Source: an optimization exercise on an open RTL-to-GDS flow (aim: small area, a short achievable clock period and few clock cycles per item). Production flows keep margins and buffers that such runs may drop.
Only simulation tests tie the RTL to the original design; equivalence was not proved.
No activity file was given, so power comes from the tool's default toggle rates.

## job 6764
## mips_rtype_core
module mips_rtype_core(clk,rst,in_valid,in_ready,in_load,in_instr,in_data,
                       out_valid,out_rd,out_data);
    input clk;
    input rst;
    input in_valid;
    output in_ready;
    input in_load;
    input [31:0] in_instr;
    input [31:0] in_data;
    output out_valid;
    output [4:0] out_rd;
    output [31:0] out_data;
    wire f_valid;
    wire f_load;
    wire [31:0] f_data;
    wire [4:0] f_rd;
    wire [2:0] f_func;
    wire f_f7nz;
    fetch_decode_unit IF_ID(clk,rst,in_valid,in_load,in_instr,in_data,
                            f_valid,f_load,f_data,f_rd,f_func,f_f7nz);
    reg x_valid;
    reg [4:0] x_rd;
    wire [31:0] result;
    wire [31:0] r_op1;
    wire [31:0] r_op2;
    reg [31:0] x_op1;
    reg [31:0] x_op2;
    wire [10:0] ctrl_sig;
    reg [10:0] x_ctrl;
    reg w_valid;
    reg [4:0] w_rd;
    reg [31:0] w_data;
    wire [4:0] in_rs1 = in_instr[19:15];
    wire [4:0] in_rs2 = in_instr[24:20];
    wire p1x = f_valid && f_rd == in_rs1;
    wire p2x = f_valid && f_rd == in_rs2;
    wire p1w = x_valid && x_rd == in_rs1;
    wire p2w = x_valid && x_rd == in_rs2;
    wire rd1 = !in_load && !p1x && !p1w;
    wire rd2 = !in_load && !p2x && !p2w;
    reg m1x, m2x, use_w1, use_w2;
    reg [3:0] rs1_hi;
    reg [7:0] rs1_lo;
    reg [3:0] rs2_hi;
    reg [7:0] rs2_lo;
    integer k;
    always@(posedge clk)
    begin
      m1x <= !in_load && p1x;
  ...
Size: about 3300 cells after synthesis, about 110 I/O pins, roughly 0.052 mm2 of cells after synthesis.
export LEC_CHECK = 0
export CAP_MARGIN = 20
export CORE_MARGIN = 2
export CORE_UTILIZATION = 48
export CTS_BUF_LIST = sky130_fd_sc_hd__clkbuf_4 sky130_fd_sc_hd__clkbuf_8
export CTS_CLUSTER_SIZE = 20
export SETUP_SLACK_MARGIN = 4.8
export SLEW_MARGIN = 20
export SYNTH_HIERARCHICAL = 1
create_clock -name core_clock -period 8.0 [get_ports {clk}]
standard.sh (not shown) runs the stock make flow with config.mk's settings and CLKGATE_MAP_FILE= SYNTH_SCRIPT=/design/flow/synth_recipe.tcl, a recipe that flattens the netlist after the stock synthesis.
==> flow/flow/run.sh <==
#!/bin/bash
# The standard layout, with clock tree synthesis told not to add dummy loads,
# to cluster more registers under each leaf buffer and to use a strong root.
cd "$(dirname "$0")/.."
sed -n '1,200p' standard.sh > standard_sh_copy.log
export CTS_ARGS="-sink_clustering_enable -repair_clock_nets -dont_use_dummy_load -sink_clustering_size 16 -sink_clustering_max_diameter 60 -buf_list {sky130_fd_sc_hd__clkbuf_8 sky130_fd_sc_hd__clkbuf_16} -root_buf sky130_fd_sc_hd__clkbuf_16 -sink_clustering_buffer sky130_fd_sc_hd__clkbuf_8"
bash standard.sh > standard.log 2>&1
Testbench counts of job 6764, summed over its fixed seeds: cycles 24,016, items 24,000.
[inputs] job 7266 vs job 6764
# job 6764
export LEC_CHECK = 0
export CAP_MARGIN = 20
export CORE_MARGIN = 2
export CORE_UTILIZATION = 48
export CTS_BUF_LIST = sky130_fd_sc_hd__clkbuf_4 sky130_fd_sc_hd__clkbuf_8
export CTS_CLUSTER_SIZE = 20
export SETUP_SLACK_MARGIN = 4.8
export SLEW_MARGIN = 20
export SYNTH_HIERARCHICAL = 1
create_clock -name core_clock -period 8.0 [get_ports {clk}]
# job 7266
export LEC_CHECK = 0
export CAP_MARGIN = 20
export CORE_MARGIN = 2
export CORE_UTILIZATION = 40
export CTS_BUF_LIST = sky130_fd_sc_hd__clkbuf_4 sky130_fd_sc_hd__clkbuf_8
export CTS_CLUSTER_SIZE = 20
export SETUP_SLACK_MARGIN = 5.0
export SLEW_MARGIN = 20
export SYNTH_HIERARCHICAL = 1
create_clock -name core_clock -period 8.0 [get_ports {clk}]
--- outcome ---
- Job 7266 finished every step from synthesis to the final layout, and the layout passed the timing, DRC and antenna checks.
- Diff job 6764 -> job 7266 | post-layout total power | up by a few percent
- [compare] base=job 6764 new=job 7266: non-clock buffer count grew by 66, total wire length after detailed routing grew by about 0.5%, worst setup slack grew by 220 ps.
- Comparing job 6764 and job 7266, area added between synthesis and finish is lower on job 6764.
- A critical path capture point of x_op1[15] is what job 6764 shows, while x_op2[27] belongs to job 7266.
- Looking at job 6764 and job 7266, the share of power burned in the clock network is a wash.
Changes in job 151 relative to job 7266:
==> flow/flow/run.sh <==
#!/bin/bash
# The standard layout, with clock tree synthesis told not to add dummy loads,
# to cluster more registers under each leaf buffer and to use a strong root.
cd "$(dirname "$0")/.."
sed -n '1,200p' standard.sh > standard_sh_copy.log
export CTS_ARGS="-sink_clustering_enable -repair_clock_nets -dont_use_dummy_load -sink_clustering_size 12 -sink_clustering_max_diameter 50 -buf_list {sky130_fd_sc_hd__clkbuf_8 sky130_fd_sc_hd__clkbuf_16} -root_buf sky130_fd_sc_hd__clkbuf_16 -sink_clustering_buffer sky130_fd_sc_hd__clkbuf_8"
bash standard.sh > standard.log 2>&1
==> comparison <==
Both conditions hold for job 151: the flow ran to the end and the final layout passed the timing, DRC and antenna checks. In job 151 relative to job 7266, leakage power had gone up by a few percent. Tightest hold margin was lower in job 151 than in job 7266. [compare] base=job 7266 new=job 151: clock period minus final worst setup slack grew by 63 ps, H-tree depth reported by CTS grew by 1. Wire length on met1: job 7266 vs job 151, no meaningful difference. Job 151 ended with less top achievable clock speed than job 7266. Part of the total power dissipated in combinational logic, job 7266 and job 151, higher one = job 7266. Number of ordinary and repair buffers in the finished layout (lower): job 7266. Delta (job 151 minus job 7266): internal power climbed about 5%; total length of routed wires climbed 2800 um; headroom to the max-slew limit dropped 1.1 points.
Changes in job 476 relative to job 151:
# job 151
export LEC_CHECK = 0
export CAP_MARGIN = 20
export CORE_MARGIN = 2
export CORE_UTILIZATION = 40
export CTS_BUF_LIST = sky130_fd_sc_hd__clkbuf_4 sky130_fd_sc_hd__clkbuf_8
export CTS_CLUSTER_SIZE = 20
export SETUP_SLACK_MARGIN = 5.0
export SLEW_MARGIN = 20
export SYNTH_HIERARCHICAL = 1
create_clock -name core_clock -period 8.0 [get_ports {clk}]
# job 476
export LEC_CHECK = 0
export CAP_MARGIN = 20
export CORE_MARGIN = 2
export CORE_UTILIZATION = 35
export CTS_BUF_LIST = sky130_fd_sc_hd__clkbuf_4 sky130_fd_sc_hd__clkbuf_8
export CTS_CLUSTER_SIZE = 20
export SETUP_SLACK_MARGIN = 5.0
export SLEW_MARGIN = 20
export SYNTH_HIERARCHICAL = 1
create_clock -name core_clock -period 8.0 [get_ports {clk}]
==> flow/flow/run.sh <==
#!/bin/bash
# The standard layout, with clock tree synthesis told not to add dummy loads,
# to cluster more registers under each leaf buffer and to use a strong root.
cd "$(dirname "$0")/.."
sed -n '1,200p' standard.sh > standard_sh_copy.log
export CTS_ARGS="-sink_clustering_enable -repair_clock_nets -dont_use_dummy_load -sink_clustering_size 16 -sink_clustering_max_diameter 60 -buf_list {sky130_fd_sc_hd__clkbuf_8 sky130_fd_sc_hd__clkbuf_16} -root_buf sky130_fd_sc_hd__clkbuf_16 -sink_clustering_buffer sky130_fd_sc_hd__clkbuf_8"
bash standard.sh > standard.log 2>&1
### Flow results
Re weighted congestion reported at the end of routability-driven placement: job 151 was lower than job 476.
Going from job 151 to job 476, horizontal die dimension grew by about 7%; power shrank by about 4.3%.
Per the comparison of job 476 with job 151, global-route wire length before repair closely matched the old numbers, number of slew-limit violations in the final report closely matched the old numbers.
In job 476 the fraction of power consumed by combinational cells turned out 0.3 points higher than in job 151.
Compared with job 151, in job 476 initial antenna violation count has decreased; number of iterations in the first detailed-routing pass has increased; synthesized cell count has remained practically unchanged.
Input-level comparison between job 5529 and job 476:
# job 476
export LEC_CHECK = 0
export CAP_MARGIN = 20
export CORE_MARGIN = 2
export CORE_UTILIZATION = 35
export CTS_BUF_LIST = sky130_fd_sc_hd__clkbuf_4 sky130_fd_sc_hd__clkbuf_8
export CTS_CLUSTER_SIZE = 20
export SETUP_SLACK_MARGIN = 5.0
export SLEW_MARGIN = 20
export SYNTH_HIERARCHICAL = 1
create_clock -name core_clock -period 8.0 [get_ports {clk}]
# job 5529
export LEC_CHECK = 0
export CAP_MARGIN = 20
export CORE_MARGIN = 2
export CORE_UTILIZATION = 40
export CTS_BUF_LIST = sky130_fd_sc_hd__clkbuf_4 sky130_fd_sc_hd__clkbuf_8
export CTS_CLUSTER_SIZE = 20
export SETUP_SLACK_MARGIN = 4.8
export SLEW_MARGIN = 20
export SYNTH_HIERARCHICAL = 1
create_clock -name core_clock -period 8.0 [get_ports {clk}]
==> results.txt <==
Relative to job 476, post-placement cell count has decreased by 261 in job 5529.
Clock edge transition at the registers on the reported setup and hold paths across job 5529 and job 476: no real change.
Post-route non-filler standard cell count is lower on job 5529

========
## job 102
mips_rtype_core, a different RTL version from the one above (not shown whole).
Size: ~3300 cells after synthesis, about 110 I/O pins, ~51000 sq um of cells after synthesis.
==> flow/config.mk <==
export PLATFORM = sky130hd
export DESIGN_NAME = mips_rtype_core
export DESIGN_NICKNAME = mips_rtype_core
export VERILOG_FILES = /design/flow/design.v
export SDC_FILE = /design/flow/constraint.sdc
export NUM_CORES = 4
export LEC_CHECK = 0
export CAP_MARGIN = 20
export CORE_MARGIN = 2
export CORE_UTILIZATION = 40
export CTS_BUF_LIST = sky130_fd_sc_hd__clkbuf_4 sky130_fd_sc_hd__clkbuf_8
export CTS_CLUSTER_SIZE = 20
export SETUP_SLACK_MARGIN = 4.4
export SLEW_MARGIN = 20
export SYNTH_HIERARCHICAL = 1
==> flow/constraint.sdc <==
create_clock -name core_clock -period 8.0 [get_ports {clk}]
set_input_delay 1.6000 -clock core_clock [delete_from_list [all_inputs] [get_ports {clk}]]
set_output_delay 1.6000 -clock core_clock [all_outputs]
set_load 0.01 [all_outputs]
run.sh (not shown) runs the stock make flow with config.mk's settings and CLKGATE_MAP_FILE= SYNTH_SCRIPT=/design/flow/synth_recipe.tcl, a recipe that flattens the netlist after the stock synthesis.
Stock flow here: none of the scripts above is used.
Testbench counts of job 102, summed over its fixed seeds: cycles 24,016, items 24,000.
#### Input delta (job 103 over job 102)
- changing SETUP_SLACK_MARGIN from 4.4 to 4.8
Notes after the runs:
- Job 103 finished end to end and its layout was clean on timing, DRC and antenna.
- Compared job 103 vs job 102, and total power is up in job 103.
- Looking at startpoint of the worst setup timing path, the IF_ID.f_rs2[4] result is from job 103; the w_data[11] one comes from job 102.
- On job 103: length of routed met2 wiring is about 1.4% higher than what job 102 gave.
- [compare] base=job 102 new=job 103: inverter count of the layout excluding clock inverters ~0 delta, power dissipated in the clock network about even, share of the clock period used by the worst path after layout went down, area of combinational cells with multiple inputs grew by 410 sq um, utilization of the core after routing now sits higher.
- Relative to job 102, job 103 degrades global-route wire length before repair.

==> static timing again, ports no longer ideal <==
How much do the figures lean on ideal ports? The routed layouts below were timed once more, with nothing changed but the port constraints.
Step 1 sets driving cells, clkbuf_16 on the clock port and buf_2 on the other inputs (assumed; they add their load-dependent delay and slew).
Step 2 moves the port delays by t, midway between the first and last clock arrival at a register: inputs arrive t later, outputs are due t later. That takes back most of the time a late clock gives input paths.
Slacks: no drivers / after step 1 / after step 2; pairs: no drivers / after step 1.
| run | t (ns) | slack for setup (ns) | hold WS [ns] |
|---|---|---|---|
| job 6764 | 0.708 | 4.682 / 4.682 / 4.651 | 0.385 / 0.385 / 0.385 |
| job 7266 | 0.735 | 4.898 / 4.898 / 4.608 | 0.386 / 0.386 / 0.386 |
| job 151 | 0.799 | 4.835 / 4.835 / 4.604 | 0.368 / 0.368 / 0.368 |
| job 476 | 0.756 | 4.785 / 4.785 / 4.641 | 0.343 / 0.343 / 0.343 |
| job 5529 | 0.733 | 4.798 / 4.751 / 4.609 | 0.386 / 0.386 / 0.386 |
| job 102 | 0.974 | 4.422 / 4.348 / 4.501 | 0.379 / 0.379 / 0.379 |
| job 103 | 0.961 | 4.760 / 4.760 / 4.740 | 0.380 / 0.380 / 0.380 |
After both steps every run listed still meets setup and hold. For job 7266, which loses most, drivers alone change the setup slack by 0.000 ns; drivers and shift together by -0.290 ns.
